This design comes from an exercise in tuning for small area, a short achievable clock period and few clock cycles on the open sky130 flow, not from production work. At most, simulation tests tie the RTL to the original design; equivalence was not proved. Power is estimated from default activity; no workload was simulated.

==> job 8390: inputs <==
// ECE564MyDesign
module ECE564MyDesign
	    (
            input  wire               xxx__dut__run            ,
            output reg                dut__xxx__busy           ,
            input  wire               clk                      ,
            input  wire               reset_b                  ,
            output reg  [11:0]        dut__sram__write_address  ,
            output reg  [15:0]        dut__sram__write_data     ,
            output reg                dut__sram__write_enable   ,
            output wire [11:0]        dut__sram__read_address   ,
            input  wire [15:0]        sram__dut__read_data      ,
            output wire [11:0]        dut__gmem__read_address   ,
            input  wire [15:0]        gmem__dut__read_data      ,
            output wire [11:0]        dut__tanhmem__read_address     ,
            input  wire [15:0]        tanhmem__dut__read_data
            );
function [71:0] csa;
	input [35:0] x, y, z;
	begin
		csa = {(x & y) | (x & z) | (y & z), x ^ y ^ z};
	end
endfunction
function [71:0] booth8;
	input [15:0] x;
	input [15:0] y;
	integer k;
	reg [2:0]  d;
	reg [7:0]  ng;
	reg [16:0] mag, pk;
	reg [35:0] r0, r1, r2, r3, r4, r5, r6, r7, r8, rk;
	reg [71:0] a1, a2, a3, b1, b2, c1, e1;
	begin
		for (k = 0; k < 8; k = k + 1) begin
			d  = (k == 0) ? {y[1:0], 1'b0} : y[2*k-1 +: 3];
			ng[k] = d[2] & ~(d[1] & d[0]);
			case (d)
				3'b001, 3'b010, 3'b101, 3'b110: mag = {x[15], x};
				3'b011, 3'b100:                 mag = {x, 1'b0};
				default:                        mag = 17'd0;
			endcase
			pk = mag ^ {17{ng[k]}};
  ...
==> module ECE564MyDesign, before the edit <==
module ECE564MyDesign
	    (
            input  wire               xxx__dut__run            ,
            output reg                dut__xxx__busy           ,
            input  wire               clk                      ,
            input  wire               reset_b                  ,
            output reg  [11:0]        dut__sram__write_address  ,
            output reg  [15:0]        dut__sram__write_data     ,
            output reg                dut__sram__write_enable   ,
            output wire [11:0]        dut__sram__read_address   ,
            input  wire [15:0]        sram__dut__read_data      ,
            output wire [11:0]        dut__gmem__read_address   ,
            input  wire [15:0]        gmem__dut__read_data      ,
            output wire [11:0]        dut__tanhmem__read_address     ,
            input  wire [15:0]        tanhmem__dut__read_data
            );
function [71:0] csa;
	input [35:0] x, y, z;
	begin
		csa = {(x & y) | (x & z) | (y & z), x ^ y ^ z};
	end
endfunction
function [71:0] booth8;
	input [15:0] x;
	input [15:0] y;
	integer k;
	reg [2:0]  d;
	reg [7:0]  ng;
	reg [16:0] mag, pk;
	reg [35:0] r0, r1, r2, r3, r4, r5, r6, r7, r8, rk;
	reg [71:0] a1, a2, a3, b1, b2, c1, e1;
	begin
		for (k = 0; k < 8; k = k + 1) begin
			d  = (k == 0) ? {y[1:0], 1'b0} : y[2*k-1 +: 3];
			ng[k] = d[2] & ~(d[1] & d[0]);
			case (d)
				3'b001, 3'b010, 3'b101, 3'b110: mag = {x[15], x};
				3'b011, 3'b100:                 mag = {x, 1'b0};
				default:                        mag = 17'd0;
			endcase
			pk = mag ^ {17{ng[k]}};
			rk = {19'd0, ~pk[16], pk[15:0]} << (2*k);
			if (k > 0)
				rk = rk | ({35'd0, ng[k-1]} << (2*k-2));
			case (k)
				0: r0 = rk;  1: r1 = rk;  2: r2 = rk;  3: r3 = rk;
				4: r4 = rk;  5: r5 = rk;  6: r6 = rk;  default: r7 = rk;
			endcase
		end
		r8 = 36'hFAAAB0000 | {21'd0, ng[7], 14'd0};
		a1 = csa(r0, r1, r2);
		a2 = csa(r3, r4, r5);
		a3 = csa(r6, r7, r8);
		b1 = csa(a1[35:0], {a1[70:36], 1'b0}, a2[35:0]);
		b2 = csa({a2[70:36], 1'b0}, a3[35:0], {a3[70:36], 1'b0});
		c1 = csa(b1[35:0], {b1[70:36], 1'b0}, b2[35:0]);
		e1 = csa(c1[35:0], {c1[70:36], 1'b0}, {b2[70:36], 1'b0});
		booth8 = {e1[70:36], 1'b0, e1[35:0]};
	end
endfunction
reg  [12:0] n;
wire [3:0]  p = n[3:0];
wire [8:0]  q = n[12:4];
always @(posedge clk)
	if (!reset_b)
		n <= 13'd0;
	else
		n <= (n + 13'd1) & {13{xxx__dut__run | dut__xxx__busy}};
assign dut__sram__read_address = {3'b000, n[11:8], n[3:0], 1'b0};
assign dut__gmem__read_address = {3'b000, n[7:4],  n[3:0], 1'b0};
reg ph_first, ph_cap, ph_up, ph_tl, ph_tu, ph_ld, ph_step;
always @(posedge clk) begin
	ph_first <= (p == 4'd2);                
	ph_cap   <= (p == 4'd2);                
	ph_up    <= (p == 4'd3);
	ph_tl    <= (p == 4'd4);
	ph_tu    <= (p == 4'd5);
	ph_ld    <= (p == 4'd6);
	ph_step  <= p[3] | (p == 4'd7);
end
reg [15:0] xr, gr;
always @(posedge clk) begin
	xr <= sram__dut__read_data;
	gr <= gmem__dut__read_data;
end
reg  [35:0] ms, mc;
reg  [35:0] acc;
always @(posedge clk) begin
	{mc, ms} <= booth8(xr, gr);
	acc <= (ph_first ? 36'd0 : acc) + ms + mc;
end
wire        s   = acc[35];
wire [35:0] Ap  = acc ^ {36{s}};
wire        sat = (|Ap[35:32]) | (s & (&Ap[31:0]));
reg         neg, sat_r;
reg  [23:0] F;
reg  [8:0]  taddr;
reg  [15:0] tL;
assign dut__tanhmem__read_address = {2'b00, taddr, 1'b0};
always @(posedge clk) begin
	if (ph_cap) begin
		neg   <= acc[35];
		sat_r <= sat;
		F     <= Ap[23:0];
		taddr <= sat ? 9'd255 : {1'b0, Ap[31:24]};
	end
	if (ph_up && !sat_r)
		taddr <= taddr + 9'd1;
	if (ph_tl)
		tL <= tanhmem__dut__read_data;
end
reg  [18:0] Dsh;
reg  [24:0] H;
reg         sticky;
wire        ng0 = Dsh[2] & ~(Dsh[1] & Dsh[0]);
wire [24:0] mg0 = (Dsh[2:0] == 3'b011 || Dsh[2:0] == 3'b100) ? {F, 1'b0} :
                  (Dsh[1] ^ Dsh[0]) ? {1'b0, F} : 25'd0;
wire [26:0] T   = {{2{H[24]}}, H} + ({2'd0, mg0} ^ {27{ng0}}) + {26'd0, ng0};
wire [18:0] D2  = {2'b00, Dsh[16:1], 1'b0} - {2'b00, tL, 1'b0};
always @(posedge clk) begin
	if (ph_tu) begin
		Dsh    <= {2'b00, tanhmem__dut__read_data, 1'b0};    
	end else if (ph_ld) begin
		Dsh    <= D2;
		H      <= {{7{D2[18]}}, D2[18:1]} & {25{neg}};
		sticky <= 1'b0;
	end else if (ph_step) begin
		Dsh    <= {{2{Dsh[18]}}, Dsh[18:2]};
		H      <= T[26:2];
		sticky <= sticky | (|T[1:0]);
	end
end
wire        st = sticky | (|H[5:0]);
wire [15:0] R  = (tL + H[21:6] + {16{neg & ~st}}) ^ {16{neg}};
always @(posedge clk) begin
	if (!reset_b) begin
		dut__xxx__busy          <= 1'b0;
		dut__sram__write_enable <= 1'b0;
	end else begin
		if (xxx__dut__run)
			dut__xxx__busy <= 1'b1;
		else if (q == 9'd257 && p == 4'd2)
			dut__xxx__busy <= 1'b0;
		dut__sram__write_enable <= dut__xxx__busy && p == 4'd1 && q >= 9'd2 && q <= 9'd257;
	end
	dut__sram__write_data    <= R;
	dut__sram__write_address <= {3'b001, q[7:0] - 8'd2, 1'b0};
end
endmodule
==> flow/config.mk <==
export PLATFORM = sky130hd
export DESIGN_NAME = ECE564MyDesign
export DESIGN_NICKNAME = ECE564MyDesign
export VERILOG_FILES = /design/flow/design.v
export SDC_FILE = /design/flow/constraint.sdc
export NUM_CORES = 4
export LEC_CHECK = 0
export ABC_CLOCK_PERIOD_IN_PS = 3500
export CAP_MARGIN = 20
export CORE_MARGIN = 2
export CORE_UTILIZATION = 40
export CTS_BUF_LIST = sky130_fd_sc_hd__clkbuf_4 sky130_fd_sc_hd__clkbuf_8
export SLEW_MARGIN = 20
==> flow/constraint.sdc <==
create_clock -name core_clock -period 11.0 [get_ports {clk}]
set_input_delay 2.2000 -clock core_clock [delete_from_list [all_inputs] [get_ports {clk}]]
set_output_delay 2.2000 -clock core_clock [all_outputs]
set_load 0.01 [all_outputs]
standard.sh (not shown) runs the stock make flow with config.mk's settings and CLKGATE_MAP_FILE= SYNTH_SCRIPT=/design/flow/synth_recipe.tcl, a recipe that flattens the netlist after the stock synthesis.
==> flow/flow/run.sh <==
#!/bin/bash
# Standard layout (the standard.sh, the design's constraint.sdc), with
#  - the port buffers made with the smallest plain buffer.
set -euo pipefail
bash standard.sh SETUP_SLACK_MARGIN=7 \
  "BUFFER_PORTS_ARGS=-buffer_cell sky130_fd_sc_hd__buf_1" \
  finish > flow_standard.log 2>&1
==> job 4229 (differences from job 8390) <==
--- a/flow/design.v
+++ b/flow/design.v
@@ -22,7 +22,19 @@
 endfunction
+function [23:0] brec;
+	input [15:0] y;
+	integer k;
+	reg [2:0] d;
+	begin
+		for (k = 0; k < 8; k = k + 1) begin
+			d = (k == 0) ? {y[1:0], 1'b0} : y[2*k-1 +: 3];
+			brec[k]      = d[1] ^ d[0];
+			brec[8 + k]  = (d == 3'b011) | (d == 3'b100);
+			brec[16 + k] = d[2] & ~(d[1] & d[0]);
+		end
+	end
+endfunction
 function [71:0] booth8;
 	input [15:0] x;
-	input [15:0] y;
+	input [23:0] yr;
 	integer k;
-	reg [2:0]  d;
 	reg [7:0]  ng;
@@ -32,10 +44,5 @@
 	begin
+		ng = yr[23:16];
 		for (k = 0; k < 8; k = k + 1) begin
-			d  = (k == 0) ? {y[1:0], 1'b0} : y[2*k-1 +: 3];
-			ng[k] = d[2] & ~(d[1] & d[0]);
-			case (d)
-				3'b001, 3'b010, 3'b101, 3'b110: mag = {x[15], x};
-				3'b011, 3'b100:                 mag = {x, 1'b0};
-				default:                        mag = 17'd0;
-			endcase
+			mag = ({x[15], x} & {17{yr[k]}}) | ({x, 1'b0} & {17{yr[8 + k]}});
 			pk = mag ^ {17{ng[k]}};
@@ -70,7 +77,6 @@
 assign dut__gmem__read_address = {3'b000, n[7:4],  n[3:0], 1'b0};
-reg ph_first, ph_cap, ph_up, ph_tl, ph_tu, ph_ld, ph_step;
+reg ph_first, ph_cap, ph_tl, ph_tu, ph_ld;
 always @(posedge clk) begin
 	ph_first <= (p == 4'd2);                
-	ph_cap   <= (p == 4'd2);                
-	ph_up    <= (p == 4'd3);
+	ph_cap   <= (p == 4'd2) & dut__xxx__busy;    
 	ph_tl    <= (p == 4'd4);
@@ -78,8 +84,8 @@
 	ph_ld    <= (p == 4'd6);
-	ph_step  <= p[3] | (p == 4'd7);
 end
-reg [15:0] xr, gr;
+reg [15:0] xr;
+reg [23:0] gr;                           
 always @(posedge clk) begin
 	xr <= sram__dut__read_data;
-	gr <= gmem__dut__read_data;
+	gr <= brec(gmem__dut__read_data);
 end
@@ -102,8 +108,7 @@
 		neg   <= acc[35];
-		sat_r <= sat;
 		F     <= Ap[23:0];
-		taddr <= sat ? 9'd255 : {1'b0, Ap[31:24]};
 	end
-	if (ph_up && !sat_r)
-		taddr <= taddr + 9'd1;
+	sat_r <= sat;                                        
+	taddr <= ph_cap ? (sat ? 9'd255 : {1'b0, Ap[31:24]})   
+	                : taddr + {8'd0, ~sat_r};            
 	if (ph_tl)
@@ -113,23 +118,21 @@
 reg  [24:0] H;
-reg         sticky;
-wire        ng0 = Dsh[2] & ~(Dsh[1] & Dsh[0]);
-wire [24:0] mg0 = (Dsh[2:0] == 3'b011 || Dsh[2:0] == 3'b100) ? {F, 1'b0} :
-                  (Dsh[1] ^ Dsh[0]) ? {1'b0, F} : 25'd0;
-wire [26:0] T   = {{2{H[24]}}, H} + ({2'd0, mg0} ^ {27{ng0}}) + {26'd0, ng0};
-wire [18:0] D2  = {2'b00, Dsh[16:1], 1'b0} - {2'b00, tL, 1'b0};
+reg  [2:0]  bd;
+wire [24:0] mg0 = bd[1] ? {F, 1'b0} : bd[0] ? {1'b0, F} : 25'd0;
+wire [27:0] T   = {{2{H[24]}}, H, bd[2]} + {({2'd0, mg0} ^ {27{bd[2]}}), bd[2]};
+wire [17:0] D1  = {2'b00, Dsh[16:1]} + {2'b11, ~tL};           
+wire [2:0]  dn  = ph_ld ? {D1[1:0], 1'b1} : Dsh[4:2];        
 always @(posedge clk) begin
-	if (ph_tu) begin
-		Dsh    <= {2'b00, tanhmem__dut__read_data, 1'b0};    
-	end else if (ph_ld) begin
-		Dsh    <= D2;
-		H      <= {{7{D2[18]}}, D2[18:1]} & {25{neg}};
-		sticky <= 1'b0;
-	end else if (ph_step) begin
-		Dsh    <= {{2{Dsh[18]}}, Dsh[18:2]};
-		H      <= T[26:2];
-		sticky <= sticky | (|T[1:0]);
-	end
+	if (ph_tu)
+		Dsh <= {2'b00, tanhmem__dut__read_data, 1'b0};       
+	else if (ph_ld)
+		Dsh <= {D1, 1'b1};
+	else
+		Dsh <= {{2{Dsh[18]}}, Dsh[18:2]};
+	if (ph_ld)
+		H   <= {{7{D1[17]}}, D1} & {25{neg}};
+	else
+		H   <= T[27:3];
+	bd <= {dn[2] & ~(dn[1] & dn[0]), (dn == 3'b011) | (dn == 3'b100), dn[1] ^ dn[0]};
 end
-wire        st = sticky | (|H[5:0]);
-wire [15:0] R  = (tL + H[21:6] + {16{neg & ~st}}) ^ {16{neg}};
+wire [15:0] R = (tL + H[21:6]) ^ {16{neg}};
 always @(posedge clk) begin
--- a/flow/flow/run.sh
+++ b/flow/flow/run.sh
@@ -4,3 +4,3 @@
 set -euo pipefail
-bash standard.sh SETUP_SLACK_MARGIN=7 \
+bash standard.sh SETUP_SLACK_MARGIN=7.85 \
   "BUFFER_PORTS_ARGS=-buffer_cell sky130_fd_sc_hd__buf_1" \
--- a/flow/config.mk
+++ b/flow/config.mk
@@ -10,4 +10,6 @@
 export CORE_MARGIN = 2
-export CORE_UTILIZATION = 40
-export CTS_BUF_LIST = sky130_fd_sc_hd__clkbuf_4 sky130_fd_sc_hd__clkbuf_8
+export CORE_UTILIZATION = 60
+export CTS_BUF_LIST = sky130_fd_sc_hd__clkbuf_8 sky130_fd_sc_hd__clkbuf_16
+export CTS_CLUSTER_DIAMETER = 120
+export CTS_CLUSTER_SIZE = 24
 export SLEW_MARGIN = 20
==> job 5830 (differences from job 8390) <==
--- a/flow/design.v
+++ b/flow/design.v
@@ -22,7 +22,19 @@
 endfunction
+function [23:0] brec;
+	input [15:0] y;
+	integer k;
+	reg [2:0] d;
+	begin
+		for (k = 0; k < 8; k = k + 1) begin
+			d = (k == 0) ? {y[1:0], 1'b0} : y[2*k-1 +: 3];
+			brec[k]      = d[1] ^ d[0];
+			brec[8 + k]  = (d == 3'b011) | (d == 3'b100);
+			brec[16 + k] = d[2] & ~(d[1] & d[0]);
+		end
+	end
+endfunction
 function [71:0] booth8;
 	input [15:0] x;
-	input [15:0] y;
+	input [23:0] yr;
 	integer k;
-	reg [2:0]  d;
 	reg [7:0]  ng;
@@ -32,10 +44,5 @@
 	begin
+		ng = yr[23:16];
 		for (k = 0; k < 8; k = k + 1) begin
-			d  = (k == 0) ? {y[1:0], 1'b0} : y[2*k-1 +: 3];
-			ng[k] = d[2] & ~(d[1] & d[0]);
-			case (d)
-				3'b001, 3'b010, 3'b101, 3'b110: mag = {x[15], x};
-				3'b011, 3'b100:                 mag = {x, 1'b0};
-				default:                        mag = 17'd0;
-			endcase
+			mag = ({x[15], x} & {17{yr[k]}}) | ({x, 1'b0} & {17{yr[8 + k]}});
 			pk = mag ^ {17{ng[k]}};
@@ -73,3 +80,3 @@
 	ph_first <= (p == 4'd2);                
-	ph_cap   <= (p == 4'd2);                
+	ph_cap   <= (p == 4'd2) & dut__xxx__busy;    
 	ph_up    <= (p == 4'd3);
@@ -80,6 +87,7 @@
 end
-reg [15:0] xr, gr;
+reg [15:0] xr;
+reg [23:0] gr;                           
 always @(posedge clk) begin
 	xr <= sram__dut__read_data;
-	gr <= gmem__dut__read_data;
+	gr <= brec(gmem__dut__read_data);
 end
@@ -113,23 +121,21 @@
 reg  [24:0] H;
-reg         sticky;
-wire        ng0 = Dsh[2] & ~(Dsh[1] & Dsh[0]);
-wire [24:0] mg0 = (Dsh[2:0] == 3'b011 || Dsh[2:0] == 3'b100) ? {F, 1'b0} :
-                  (Dsh[1] ^ Dsh[0]) ? {1'b0, F} : 25'd0;
-wire [26:0] T   = {{2{H[24]}}, H} + ({2'd0, mg0} ^ {27{ng0}}) + {26'd0, ng0};
-wire [18:0] D2  = {2'b00, Dsh[16:1], 1'b0} - {2'b00, tL, 1'b0};
+reg  [2:0]  bd;
+wire [24:0] mg0 = bd[1] ? {F, 1'b0} : bd[0] ? {1'b0, F} : 25'd0;
+wire [27:0] T   = {{2{H[24]}}, H, bd[2]} + {({2'd0, mg0} ^ {27{bd[2]}}), bd[2]};
+wire [17:0] D1  = {2'b00, Dsh[16:1]} + {2'b11, ~tL};           
+wire [2:0]  dn  = ph_ld ? {D1[1:0], 1'b1} : Dsh[4:2];        
 always @(posedge clk) begin
 	if (ph_tu) begin
-		Dsh    <= {2'b00, tanhmem__dut__read_data, 1'b0};    
+		Dsh <= {2'b00, tanhmem__dut__read_data, 1'b0};       
 	end else if (ph_ld) begin
-		Dsh    <= D2;
-		H      <= {{7{D2[18]}}, D2[18:1]} & {25{neg}};
-		sticky <= 1'b0;
+		Dsh <= {D1, 1'b1};
+		H   <= {{7{D1[17]}}, D1} & {25{neg}};
 	end else if (ph_step) begin
-		Dsh    <= {{2{Dsh[18]}}, Dsh[18:2]};
-		H      <= T[26:2];
-		sticky <= sticky | (|T[1:0]);
+		Dsh <= {{2{Dsh[18]}}, Dsh[18:2]};
+		H   <= T[27:3];
 	end
+	if (ph_ld | ph_step)
+		bd <= {dn[2] & ~(dn[1] & dn[0]), (dn == 3'b011) | (dn == 3'b100), dn[1] ^ dn[0]};
 end
-wire        st = sticky | (|H[5:0]);
-wire [15:0] R  = (tL + H[21:6] + {16{neg & ~st}}) ^ {16{neg}};
+wire [15:0] R = (tL + H[21:6]) ^ {16{neg}};
 always @(posedge clk) begin
--- a/flow/config.mk
+++ b/flow/config.mk
@@ -10,4 +10,6 @@
 export CORE_MARGIN = 2
-export CORE_UTILIZATION = 40
-export CTS_BUF_LIST = sky130_fd_sc_hd__clkbuf_4 sky130_fd_sc_hd__clkbuf_8
+export CORE_UTILIZATION = 70
+export CTS_BUF_LIST = sky130_fd_sc_hd__clkbuf_8 sky130_fd_sc_hd__clkbuf_16
+export CTS_CLUSTER_DIAMETER = 100
+export CTS_CLUSTER_SIZE = 18
 export SLEW_MARGIN = 20
==> notes <==
- Job 4229 finished clean. Job 5830 completed without violations. Job 8390 produced a clean layout.
- The lowest hold slack belongs to job 8390, the highest to job 4229.
- In job 8390 the setup slack is lower than in job 5830, by 0.093 ns.
- Against job 5830, the sequential share of layout area of job 8390 is lower by 2.9 points.
- The highest combinational power belongs to job 4229, the lowest to job 5830.
- Between job 8390 and job 4229, the lower via count is in job 4229 (gap about 2%, measured against job 4229).
- The highest power belongs to job 4229, the lowest to job 5830.
- Die area, highest first: job 8390, job 4229, job 5830.
Testbench counts of job 4229, summed over its fixed seeds: cycles 98,784.
Testbench counts of job 5830, summed over its fixed seeds: cycles 98,784.
No functional check of the RTL was part of job 8390.

re-timing with driven ports:
No port has a modelled driver above. Below, the same layouts with a new extraction and two added sets of constraints.
Step 1, drivers: a clkbuf_16 drives clk and a buf_2 each remaining input, both assumed.
Step 2 adds t to the input delays and takes it off the output delays; t is the mean of the earliest and latest rising clock arrival at the registers after step 1. Input paths then give back, and output paths get back, about the clock's delay inside the block.
Slacks: ideal / step 1 / step 2; pairs: ideal / step 1.
run	shift t [ns]	setup slack, ns	clock arrival spread, ns	worst slew at a driven data input, ns
job 8390	0.654	7.141 / 7.141 / 7.141	0.028 / 0.028	0.05
job 4229	0.554	7.803 / 7.751 / 7.809	0.020 / 0.020	0.05
job 5830	0.558	7.233 / 7.233 / 7.233	0.020 / 0.021	0.04
After both steps setup and hold are still met in every run listed.
